What follows belongs to an exercise in optimizing a design on an open flow for small area, a short achievable clock period and few clock cycles; a production flow would make more cautious choices.
Where RTL was checked, it was by simulation tests only, not by an equivalence proof against the original.

==> flow/design.v <==
module HT_OP (
    input         merge,
    input  [47:0] wl,
    input  [2:0]  xin,
    input  [7:0]  vld,
    input  [4:0]  newslot,
    input         hold,
    input  [14:0] pin,
    output [47:0] wo,
    output [14:0] po,
    output [2:0]  k
);
    function lt6;
        input [5:0] a, b;
        integer n;
        reg res;
        begin
            res = 1'b0;
            for (n = 0; n < 6; n = n + 1)
                res = (~a[n] & b[n]) | ((~a[n] | b[n]) & res);
            lt6 = res;
        end
    endfunction
    wire [5:0] w [0:7];
    wire [5:0] r [0:7];
    wire [7:0] c;
    wire [5:0] x;
    genvar i, s;
    generate
        for (i = 0; i < 8; i = i + 1) begin : UNP
            assign w[i] = wl[6*i +: 6];
        end
        for (i = 0; i < 8; i = i + 1) begin : REM
            if (i < 6) begin : SH
                assign r[i] = merge ? w[i+2] : {3'b000, w[i][2:0]};
            end else begin : TL
                assign r[i] = {3'b000, w[i][2:0]};
            end
            if (i < 6) begin : CM
                assign c[i] = vld[i] & lt6(r[i], x);
            end else begin : CI
                assign c[i] = vld[i] & lt6(r[i], {3'b000, xin});
            end
        end
    endgenerate
    wire [4:0] sum = w[0][4:0] + w[1][4:0];
    assign x = merge ? {1'b0, sum} : {3'b000, xin};
    assign k[2] = c[3];
    assign k[1] = (c[1] & ~c[3]) | c[5];
    assign k[0] = (c[0] & ~c[1]) | (c[2] & ~c[3]) | (c[4] & ~c[5]) | c[6];
    generate
        for (i = 0; i < 8; i = i + 1) begin : INS
            if (i == 0) begin : F
                assign wo[6*i +: 6] = c[i] ? r[i] : x;
            end else begin : N
                assign wo[6*i +: 6] = c[i] ? r[i] : (c[i-1] ? x : r[i-1]);
            end
        end
        for (s = 0; s < 5; s = s + 1) begin : SLOT
            wire [2:0] p = pin[3*s +: 3];
            assign po[3*s +: 3] = newslot[s] ? k : (p + {2'b00, ~hold & (p >= k)});
        end
    endgenerate
endmodule
module HT_PATH (
    input  [2:0] p,
    input  [2:0] k1, k2, k3,
    input  [1:0] k4, k5,
    input        k6,
    output [7:1] h,
    output [7:1] b
);
    wire [7:0] q1 = 8'd1 << p;
    wire [6:0] q2;
    wire [5:0] q3;
    wire [4:0] q4;
    wire [3:0] q5;
    wire [2:0] q6;
    wire [1:0] q7;
    genvar i;
    generate
        for (i = 0; i < 7; i = i + 1) begin : S1
            wire gt = (i > k1);
            wire eq = (i == k1);
            assign q2[i] = eq ? (q1[0] | q1[1]) : gt ? q1[i+1] :
                           (i + 2 < 8) ? q1[(i + 2) % 8] : 1'b0;
        end
        for (i = 0; i < 6; i = i + 1) begin : S2
            wire gt = (i > k2);
            wire eq = (i == k2);
            assign q3[i] = eq ? (q2[0] | q2[1]) : gt ? q2[i+1] :
                           (i + 2 < 7) ? q2[(i + 2) % 7] : 1'b0;
        end
        for (i = 0; i < 5; i = i + 1) begin : S3
            wire gt = (i > k3);
            wire eq = (i == k3);
            assign q4[i] = eq ? (q3[0] | q3[1]) : gt ? q3[i+1] :
                           (i + 2 < 6) ? q3[(i + 2) % 6] : 1'b0;
        end
        for (i = 0; i < 4; i = i + 1) begin : S4
            wire gt = (i > k4);
            wire eq = (i == k4);
            assign q5[i] = eq ? (q4[0] | q4[1]) : gt ? q4[i+1] :
                           (i + 2 < 5) ? q4[(i + 2) % 5] : 1'b0;
        end
        for (i = 0; i < 3; i = i + 1) begin : S5
            wire gt = (i > k5);
            wire eq = (i == k5);
            assign q6[i] = eq ? (q5[0] | q5[1]) : gt ? q5[i+1] :
                           (i + 2 < 4) ? q5[(i + 2) % 4] : 1'b0;
        end
        for (i = 0; i < 2; i = i + 1) begin : S6
            wire gt = (i > k6);
            wire eq = (i == k6);
            assign q7[i] = eq ? (q6[0] | q6[1]) : gt ? q6[i+1] :
                           (i + 2 < 3) ? q6[(i + 2) % 3] : 1'b0;
        end
    endgenerate
    assign h = {1'b1, q6[0] | q6[1], q5[0] | q5[1], q4[0] | q4[1],
                q3[0] | q3[1], q2[0] | q2[1], q1[0] | q1[1]};
    assign b = {q7[0], q6[0], q5[0], q4[0], q3[0], q2[0], q1[0]};
endmodule
`timescale 1ns/1ps
module HT_TOP (
    input  wire       clk,
    input  wire       rst_n,
    input  wire       in_valid,
    input  wire [2:0] in_weight,
    input  wire       out_mode,
    output reg        out_valid,
    output reg        out_code
);
reg  [3:0]  t;
reg         pend;
reg  [14:0] ptr;
reg  [2:0]  sc;       
reg  [2:0]  m;        
reg  [4:0]  w0, w1, w2;
reg  [3:0]  w3, w4, w5, w6;
reg  [2:0]  w7;
wire [47:0] wl = {3'd0, w7, 2'd0, w6, 2'd0, w5, 2'd0, w4, 2'd0, w3,
                  1'b0, w2, 1'b0, w1, 1'b0, w0};
wire [2:0] u     = t[2:0];
wire       merge = t[3] & ~(u[2] & u[1]);
wire       keep  = t[3] & u[2] & u[1];
wire [4:0] newslot;
assign newslot[0] = ~t[3] & (u == 3'd4);
assign newslot[1] = ~t[3] & (out_mode ? (u == 3'd2) : (u == 3'd5));
assign newslot[2] = ~t[3] & (out_mode ? (u == 3'd5) : (u == 3'd6));
assign newslot[3] = ~t[3] & (out_mode ? (u == 3'd0) : (u == 3'd7));
assign newslot[4] = ~t[3] & (out_mode ? (u == 3'd1) : (u == 3'd3));
wire [7:0] vld;
genvar v;
generate
    for (v = 0; v < 8; v = v + 1) begin : VLD
        assign vld[v] = keep | (merge ? (u + v < 6) : (u > v));
    end
endgenerate
wire [47:0] wa;
wire [14:0] pa;
wire [2:0]  ka;
HT_OP u_a (
    .merge(merge), .wl(wl), .xin(keep ? 3'd7 : w7), .vld(vld),
    .newslot(newslot), .hold(t[3]),
    .pin(ptr), .wo(wa), .po(pa), .k(ka)
);
reg [2:0] ps;
always @(*) begin
    case (sc)
        3'd0:    ps = ptr[2:0];
        3'd1:    ps = ptr[5:3];
        3'd2:    ps = ptr[8:6];
        3'd3:    ps = ptr[11:9];
        default: ps = ptr[14:12];
    endcase
end
wire [7:1] h, b;
HT_PATH u_path (.p(ps), .k1(w2[2:0]), .k2(w3[2:0]), .k3(w4[2:0]),
                .k4(w5[1:0]), .k5(w6[1:0]), .k6(w7[0]), .h(h), .b(b));
wire [7:1] rest = h & ((7'd1 << (m - 3'd1)) - 7'd1);
reg  [2:0] mn;
always @(*) begin
    casez (rest)
        7'b?1?????: mn = 3'd6;
        7'b?01????: mn = 3'd5;
        7'b?001???: mn = 3'd4;
        7'b?0001??: mn = 3'd3;
        7'b?00001?: mn = 3'd2;
        7'b?000001: mn = 3'd1;
        default:    mn = 3'd7;
    endcase
end
wire more = (rest != 7'd0);
wire bit_m = b[m];
wire snd  = (t == 4'd15);
wire idle = ~t[3] & ~pend;
wire fin  = (t == 4'd14);
wire emit = fin | snd;
wire last = ~more & (sc == 3'd4);
always @(posedge clk) begin
    ptr <= pa;
    if (emit) begin
        m  <= mn;
        sc <= more ? sc : sc + 3'd1;
    end else begin
        m  <= 3'd7;
        sc <= 3'd0;
    end
    w7 <= in_valid ? in_weight : merge ? ka : wa[44:42];
    {w6, w5, w4, w3, w2} <=
        {wa[39:36], wa[33:30], wa[27:24], wa[21:18], wa[16:12]};
    {w1, w0} <= {wa[10:6], wa[4:0]};
end
always @(posedge clk or negedge rst_n) begin
    if (!rst_n) begin
        t         <= 4'd0;
        pend      <= 1'b0;
        out_valid <= 1'b0;
        out_code  <= 1'b0;
    end else begin
        pend      <= in_valid;
        out_valid <= emit;
        out_code  <= emit & bit_m;
        if ((snd & last) | idle)
            t <= 4'd0;
        else if (!snd)
            t <= t + 4'd1;
    end
end
endmodule
export LEC_CHECK = 0
export ABC_AREA = 1
export CAP_MARGIN = 0
export CORE_MARGIN = 2
export CORE_UTILIZATION = 40
export SLEW_MARGIN = 0
create_clock -name core_clock -period 32.0 [get_ports {clk}]
standard.sh (not shown) runs the stock make flow with config.mk's settings and CLKGATE_MAP_FILE= SYNTH_SCRIPT=/design/flow/synth_recipe.tcl, a recipe that flattens the netlist after the stock synthesis.
==> flow/flow/run.sh <==
#!/bin/bash
# Layout: the standard ORFS flow (standard.sh), with these changes:
#  - synthesis: no half/full adder cell extraction (ADDER_MAP_FILE empty),
#    and ABC maps with flow/area.abc (see flow/own_synth.tcl);
#  - ports are buffered with buf_2 cells instead of the default choice;
#  - clock tree: clkbuf_8 buffers, up to 32 flip-flops per leaf buffer, and
#    no dummy loads.
# make's full output goes to standard.log; ORFS keeps each step's log under
# orfs/logs.
set -uo pipefail
export OWN_WORK_DIR=$PWD
export OWN_FLOW_DIR=$PWD/flow
bash standard.sh "SYNTH_SCRIPT=$OWN_FLOW_DIR/own_synth.tcl" ADDER_MAP_FILE= \
    "BUFFER_PORTS_ARGS=-buffer_cell sky130_fd_sc_hd__buf_2" \
    "CTS_ARGS=-sink_clustering_enable -repair_clock_nets -buf_list sky130_fd_sc_hd__clkbuf_8 -sink_clustering_size 32 -sink_clustering_max_diameter 200 -dont_use_dummy_load" \
    finish > standard.log 2>&1
status=$?
tail -n 30 standard.log
exit $status
==> flow/flow/area.abc <==
strash
&get -n
&fraig -x
&put
scorr
dc2
strash
&get -n
&dch -f
&nf -R 1000
&put
==> flow/flow/own_synth.tcl <==
# The standard flow's synthesis (synth_recipe.tcl in the work folder), with one change:
# ABC maps the logic with flow/area.abc instead of ORFS's abc_area.script.
# Registers are mapped before ABC runs, so they are the same as the standard flow's.
proc abc {args} {
  set i [lsearch -exact $args -script]
  if {$i >= 0} {
    lset args [expr {$i + 1}] [file join $::env(OWN_FLOW_DIR) area.abc]
  }
  yosys abc {*}$args
}
source [file join $::env(OWN_WORK_DIR) synth_recipe.tcl]
==> next run, changes <==
--- a/flow/design.v
+++ b/flow/design.v
@@ -44,5 +44,5 @@
         end
     endgenerate
-    wire [4:0] sum = w[0][4:0] + w[1][4:0];
+    wire [4:0] sum = w[0][3:0] + w[1][3:0];
     assign x = merge ? {1'b0, sum} : {3'b000, xin};
     assign k[2] = c[3];
@@ -133,12 +133,13 @@
 reg  [3:0]  t;
 reg         pend;
+reg         mode_q;
 reg  [14:0] ptr;
 reg  [2:0]  sc;       
 reg  [2:0]  m;        
-reg  [4:0]  w0, w1, w2;
-reg  [3:0]  w3, w4, w5, w6;
+reg  [3:0]  w0, w1, w3, w4, w5, w6;
+reg  [4:0]  w2;
 reg  [2:0]  w7;
 wire [47:0] wl = {3'd0, w7, 2'd0, w6, 2'd0, w5, 2'd0, w4, 2'd0, w3,
-                  1'b0, w2, 1'b0, w1, 1'b0, w0};
+                  1'b0, w2, 2'd0, w1, 2'd0, w0};
 wire [2:0] u     = t[2:0];
 wire       merge = t[3] & ~(u[2] & u[1]);
@@ -146,8 +147,8 @@
 wire [4:0] newslot;
 assign newslot[0] = ~t[3] & (u == 3'd4);
-assign newslot[1] = ~t[3] & (out_mode ? (u == 3'd2) : (u == 3'd5));
-assign newslot[2] = ~t[3] & (out_mode ? (u == 3'd5) : (u == 3'd6));
-assign newslot[3] = ~t[3] & (out_mode ? (u == 3'd0) : (u == 3'd7));
-assign newslot[4] = ~t[3] & (out_mode ? (u == 3'd1) : (u == 3'd3));
+assign newslot[1] = ~t[3] & (mode_q ? (u == 3'd2) : (u == 3'd5));
+assign newslot[2] = ~t[3] & (mode_q ? (u == 3'd5) : (u == 3'd6));
+assign newslot[3] = ~t[3] & (mode_q ? (u == 3'd0) : (u == 3'd7));
+assign newslot[4] = ~t[3] & (mode_q ? (u == 3'd1) : (u == 3'd3));
 wire [7:0] vld;
 genvar v;
@@ -199,4 +200,5 @@
 wire last = ~more & (sc == 3'd4);
 always @(posedge clk) begin
+    mode_q <= out_mode;
     ptr <= pa;
     if (emit) begin
@@ -210,21 +212,18 @@
     {w6, w5, w4, w3, w2} <=
         {wa[39:36], wa[33:30], wa[27:24], wa[21:18], wa[16:12]};
-    {w1, w0} <= {wa[10:6], wa[4:0]};
+    {w1, w0} <= {wa[9:6], wa[3:0]};
+end
+always @(posedge clk) begin
+    pend      <= in_valid;
+    out_valid <= emit;
+    out_code  <= emit & bit_m;
 end
 always @(posedge clk or negedge rst_n) begin
-    if (!rst_n) begin
-        t         <= 4'd0;
-        pend      <= 1'b0;
-        out_valid <= 1'b0;
-        out_code  <= 1'b0;
-    end else begin
-        pend      <= in_valid;
-        out_valid <= emit;
-        out_code  <= emit & bit_m;
-        if ((snd & last) | idle)
-            t <= 4'd0;
-        else if (!snd)
-            t <= t + 4'd1;
-    end
+    if (!rst_n)
+        t <= 4'd0;
+    else if ((snd & last) | idle)
+        t <= 4'd0;
+    else if (!snd)
+        t <= t + 4'd1;
 end
 endmodule
What happened: The changed run finished clean; final cell count is lower by 4.4%; via count goes down by 3.7%; die area drops by 0.65%; global-route usage decreases by 0.93 points; register-to-register slack degrades by 0.17 ns; worst hold slack is better by 0.011 ns; fmax came out higher by about 0.9%.
No functional check of the RTL was part of any run of this note.

---

Another version of the RTL of HT_TOP (not shown whole).
Size in the first run: roughly 490 cells after synthesis, roughly 61 flip-flops, roughly 0.0038 mm^2 of cells after synthesis.
==> module HT_OP, before the edit <==
module HT_OP (
    input         merge,
    input  [47:0] wl,
    input  [2:0]  xin,
    input  [7:0]  vld,
    input  [4:0]  newslot,
    input         hold,
    input  [14:0] pin,
    output [47:0] wo,
    output [14:0] po,
    output [2:0]  k
);
    function lt6;
        input [5:0] a, b;
        integer n;
        reg res;
        begin
            res = 1'b0;
            for (n = 0; n < 6; n = n + 1)
                res = (~a[n] & b[n]) | ((~a[n] | b[n]) & res);
            lt6 = res;
        end
    endfunction
    wire [5:0] w [0:7];
    wire [5:0] r [0:7];
    wire [7:0] c;
    wire [5:0] x;
    genvar i, s;
    generate
        for (i = 0; i < 8; i = i + 1) begin : UNP
            assign w[i] = wl[6*i +: 6];
        end
        for (i = 0; i < 8; i = i + 1) begin : REM
            if (i < 6) begin : SH
                assign r[i] = merge ? w[i+2] : {3'b000, w[i][2:0]};
            end else begin : TL
                assign r[i] = {3'b000, w[i][2:0]};
            end
            if (i < 6) begin : CM
                assign c[i] = vld[i] & lt6(r[i], x);
            end else begin : CI
                assign c[i] = vld[i] & lt6(r[i], {3'b000, xin});
            end
        end
    endgenerate
    wire [4:0] sum = w[0][3:0] + w[1][3:0];
    assign x = merge ? {1'b0, sum} : {3'b000, xin};
    assign k[2] = c[3];
    assign k[1] = (c[1] & ~c[3]) | c[5];
    assign k[0] = (c[0] & ~c[1]) | (c[2] & ~c[3]) | (c[4] & ~c[5]) | c[6];
    generate
        for (i = 0; i < 8; i = i + 1) begin : INS
            if (i == 0) begin : F
                assign wo[6*i +: 6] = c[i] ? r[i] : x;
            end else begin : N
                assign wo[6*i +: 6] = c[i] ? r[i] : (c[i-1] ? x : r[i-1]);
            end
        end
        for (s = 0; s < 5; s = s + 1) begin : SLOT
            wire [2:0] p = pin[3*s +: 3];
            assign po[3*s +: 3] = newslot[s] ? k : (p + {2'b00, ~hold & (p >= k)});
        end
    endgenerate
endmodule
==> module HT_TOP, before the edit <==
module HT_TOP (
    input  wire       clk,
    input  wire       rst_n,
    input  wire       in_valid,
    input  wire [2:0] in_weight,
    input  wire       out_mode,
    output reg        out_valid,
    output reg        out_code
);
reg  [3:0]  t;
reg         pend;
reg         mode_q;
reg  [14:0] ptr;
reg  [2:0]  sc;       
reg  [2:0]  m;        
reg  [3:0]  w0, w1, w3, w4, w5, w6;
reg  [4:0]  w2;
reg  [2:0]  w7;
wire [47:0] wl = {3'd0, w7, 2'd0, w6, 2'd0, w5, 2'd0, w4, 2'd0, w3,
                  1'b0, w2, 2'd0, w1, 2'd0, w0};
wire [2:0] u     = t[2:0];
wire       merge = t[3] & ~(u[2] & u[1]);
wire       keep  = t[3] & u[2] & u[1];
wire [4:0] newslot;
assign newslot[0] = ~t[3] & (u == 3'd4);
assign newslot[1] = ~t[3] & (mode_q ? (u == 3'd2) : (u == 3'd5));
assign newslot[2] = ~t[3] & (mode_q ? (u == 3'd5) : (u == 3'd6));
assign newslot[3] = ~t[3] & (mode_q ? (u == 3'd0) : (u == 3'd7));
assign newslot[4] = ~t[3] & (mode_q ? (u == 3'd1) : (u == 3'd3));
wire [7:0] vld;
genvar v;
generate
    for (v = 0; v < 8; v = v + 1) begin : VLD
        assign vld[v] = keep | (merge ? (u + v < 6) : (u > v));
    end
endgenerate
wire [47:0] wa;
wire [14:0] pa;
wire [2:0]  ka;
HT_OP u_a (
    .merge(merge), .wl(wl), .xin(keep ? 3'd7 : w7), .vld(vld),
    .newslot(newslot), .hold(t[3]),
    .pin(ptr), .wo(wa), .po(pa), .k(ka)
);
reg [2:0] ps;
always @(*) begin
    case (sc)
        3'd0:    ps = ptr[2:0];
        3'd1:    ps = ptr[5:3];
        3'd2:    ps = ptr[8:6];
        3'd3:    ps = ptr[11:9];
        default: ps = ptr[14:12];
    endcase
end
wire [7:1] h, b;
HT_PATH u_path (.p(ps), .k1(w2[2:0]), .k2(w3[2:0]), .k3(w4[2:0]),
                .k4(w5[1:0]), .k5(w6[1:0]), .k6(w7[0]), .h(h), .b(b));
wire [7:1] rest = h & ((7'd1 << (m - 3'd1)) - 7'd1);
reg  [2:0] mn;
always @(*) begin
    casez (rest)
        7'b?1?????: mn = 3'd6;
        7'b?01????: mn = 3'd5;
        7'b?001???: mn = 3'd4;
        7'b?0001??: mn = 3'd3;
        7'b?00001?: mn = 3'd2;
        7'b?000001: mn = 3'd1;
        default:    mn = 3'd7;
    endcase
end
wire more = (rest != 7'd0);
wire bit_m = b[m];
wire snd  = (t == 4'd15);
wire idle = ~t[3] & ~pend;
wire fin  = (t == 4'd14);
wire emit = fin | snd;
wire last = ~more & (sc == 3'd4);
always @(posedge clk) begin
    mode_q <= out_mode;
    ptr <= pa;
    if (emit) begin
        m  <= mn;
        sc <= more ? sc : sc + 3'd1;
    end else begin
        m  <= 3'd7;
        sc <= 3'd0;
    end
    w7 <= in_valid ? in_weight : merge ? ka : wa[44:42];
    {w6, w5, w4, w3, w2} <=
        {wa[39:36], wa[33:30], wa[27:24], wa[21:18], wa[16:12]};
    {w1, w0} <= {wa[9:6], wa[3:0]};
end
always @(posedge clk) begin
    pend      <= in_valid;
    out_valid <= emit;
    out_code  <= emit & bit_m;
end
always @(posedge clk or negedge rst_n) begin
    if (!rst_n)
        t <= 4'd0;
    else if ((snd & last) | idle)
        t <= 4'd0;
    else if (!snd)
        t <= t + 4'd1;
end
endmodule
==> flow/config.mk <==
export PLATFORM = sky130hd
export DESIGN_NAME = HT_TOP
export DESIGN_NICKNAME = HT_TOP
export VERILOG_FILES = /design/flow/design.v
export SDC_FILE = /design/flow/constraint.sdc
export NUM_CORES = 4
export LEC_CHECK = 0
export ABC_AREA = 1
export CAP_MARGIN = 0
export CORE_MARGIN = 2
export CORE_UTILIZATION = 60
export GPL_TIMING_DRIVEN = 0
export SLEW_MARGIN = 0
==> flow/constraint.sdc <==
create_clock -name core_clock -period 32.0 [get_ports {clk}]
set_input_delay 6.4000 -clock core_clock [delete_from_list [all_inputs] [get_ports {clk}]]
set_output_delay 6.4000 -clock core_clock [all_outputs]
set_load 0.01 [all_outputs]
Scripts as last shown in full above: flow/flow/run.sh, flow/flow/area.abc, flow/flow/own_synth.tcl
Testbench counts at the start, summed over its fixed seeds: cycles 11,025.
Next try:
--- a/flow/design.v
+++ b/flow/design.v
@@ -7,9 +7,10 @@
     input         hold,
     input  [14:0] pin,
     output [47:0] wo,
     output [14:0] po,
-    output [2:0]  k
+    output [2:0]  k,
+    output [4:0]  sum
 );
     function lt6;
         input [5:0] a, b;
         integer n;
@@ -42,9 +43,9 @@
                 assign c[i] = vld[i] & lt6(r[i], {3'b000, xin});
             end
         end
     endgenerate
-    wire [4:0] sum = w[0][3:0] + w[1][3:0];
+    assign sum = w[0][3:0] + w[1][3:0];
     assign x = merge ? {1'b0, sum} : {3'b000, xin};
     assign k[2] = c[3];
     assign k[1] = (c[1] & ~c[3]) | c[5];
     assign k[0] = (c[0] & ~c[1]) | (c[2] & ~c[3]) | (c[4] & ~c[5]) | c[6];
@@ -112,9 +113,8 @@
     output reg        out_valid,
     output reg        out_code
 );
 reg  [3:0]  t;
-reg         pend;
 reg         mode_q;
 reg  [14:0] ptr;
 reg  [2:0]  sc;       
 reg  [2:0]  m;        
@@ -123,10 +123,10 @@
 reg  [2:0]  w7;
 wire [47:0] wl = {3'd0, w7, 2'd0, w6, 2'd0, w5, 2'd0, w4, 2'd0, w3,
                   1'b0, w2, 2'd0, w1, 2'd0, w0};
 wire [2:0] u     = t[2:0];
-wire       merge = t[3] & ~(u[2] & u[1]);
-wire       keep  = t[3] & u[2] & u[1];
+wire       merge = t[3] & ~(u[2] & (u[1] | u[0]));
+wire       keep  = t[3] & u[2] & (u[1] | u[0]);
 wire [4:0] newslot;
 assign newslot[0] = ~t[3] & (u == 3'd4);
 assign newslot[1] = ~t[3] & (mode_q ? (u == 3'd2) : (u == 3'd5));
 assign newslot[2] = ~t[3] & (mode_q ? (u == 3'd5) : (u == 3'd6));
@@ -141,13 +141,15 @@
 endgenerate
 wire [47:0] wa;
 wire [14:0] pa;
 wire [2:0]  ka;
+wire [4:0]  sa;
 HT_OP u_a (
     .merge(merge), .wl(wl), .xin(keep ? 3'd7 : w7), .vld(vld),
     .newslot(newslot), .hold(t[3]),
-    .pin(ptr), .wo(wa), .po(pa), .k(ka)
-);
+    .pin(ptr), .wo(wa), .po(pa), .k(ka), .sum(sa)
+);
+wire fin  = (t == 4'd13);
 reg [2:0] ps;
 always @(*) begin
     case (sc)
         3'd0:    ps = ptr[2:0];
@@ -156,11 +158,13 @@
         3'd3:    ps = ptr[11:9];
         default: ps = ptr[14:12];
     endcase
 end
+wire k6a = (w2 < sa);
+wire k6  = fin ? k6a : w0[0];
 wire [7:1] h, b;
-HT_PATH u_path (.p(ps), .k1(w2[2:0]), .k2(w3[2:0]), .k3(w4[2:0]),
-                .k4(w5[1:0]), .k5(w6[1:0]), .k6(w7[0]), .h(h), .b(b));
+HT_PATH u_path (.p(ps), .k1(w3[2:0]), .k2(w4[2:0]), .k3(w5[2:0]),
+                .k4(w6[1:0]), .k5(w7[1:0]), .k6(k6), .h(h), .b(b));
 wire [7:1] rest = h & ((7'd1 << (m - 3'd1)) - 7'd1);
 reg  [2:0] mn;
 always @(*) begin
     casez (rest)
@@ -174,11 +178,10 @@
     endcase
 end
 wire more = (rest != 7'd0);
 wire bit_m = b[m];
-wire snd  = (t == 4'd15);
-wire idle = ~t[3] & ~pend;
-wire fin  = (t == 4'd14);
+wire snd  = (t == 4'd14);
+wire idle = (t == 4'd15);
 wire emit = fin | snd;
 wire last = ~more & (sc == 3'd4);
 always @(posedge clk) begin
     mode_q <= out_mode;
@@ -192,20 +195,18 @@
     end
     w7 <= in_valid ? in_weight : merge ? ka : wa[44:42];
     {w6, w5, w4, w3, w2} <=
         {wa[39:36], wa[33:30], wa[27:24], wa[21:18], wa[16:12]};
-    {w1, w0} <= {wa[9:6], wa[3:0]};
+    {w1, w0[3:1]} <= {wa[9:6], wa[3:1]};
+    w0[0] <= fin ? k6a : wa[0];
 end
 always @(posedge clk) begin
-    pend      <= in_valid;
     out_valid <= emit;
     out_code  <= emit & bit_m;
 end
 always @(posedge clk or negedge rst_n) begin
     if (!rst_n)
-        t <= 4'd0;
-    else if ((snd & last) | idle)
-        t <= 4'd0;
-    else if (!snd)
+        t <= 4'd15;
+    else if (idle ? in_valid : snd ? last : 1'b1)
         t <= t + 4'd1;
 end
 endmodule
=>
- routed wire length grows by about 2.4%
- utilization grows by 0.86 points
- design area grows by 1.3%
- clock-buffer cell count does not change
- sequential share of layout area shrinks by 0.76 points
No functional check of the RTL was part of the second run of this note.

[afterwards: timing with drivers on the ports]
No port has a modelled driver above. Below, the same layouts with a new extraction and two added sets of constraints.
Step 1 (the two cells are an assumption about what drives the block):
set clk [get_ports {clk}]
set_driving_cell -lib_cell sky130_fd_sc_hd__clkbuf_16 $clk
set_driving_cell -lib_cell sky130_fd_sc_hd__buf_2 [delete_from_list [all_inputs] $clk]
Step 2 also shifts input and output timing later by t, the mid clock arrival at the registers, as if the neighbouring blocks saw the same clock.
Three values: ideal ports, drivers, drivers and shift; two values: the first two.
| run | t, ns | setup WS [ns] | worst slew at a driven data input, ns |
|---|---|---|---|
| the first run of note 1 | 0.367 | 24.772 / 24.737 / 24.426 | 0.05 |
| the second run of note 1 | 0.363 | 24.838 / 24.809 / 24.782 | 0.03 |
| the first run of note 2 | 0.355 | 24.867 / 24.837 / 24.837 | 0.03 |
| the second run of note 2 | 0.362 | 24.861 / 24.830 / 24.541 | 0.03 |
After both steps every run listed still meets setup and hold. For the first run of note 1, which loses most, drivers alone change the setup slack by -0.035 ns; drivers and shift together by -0.346 ns.
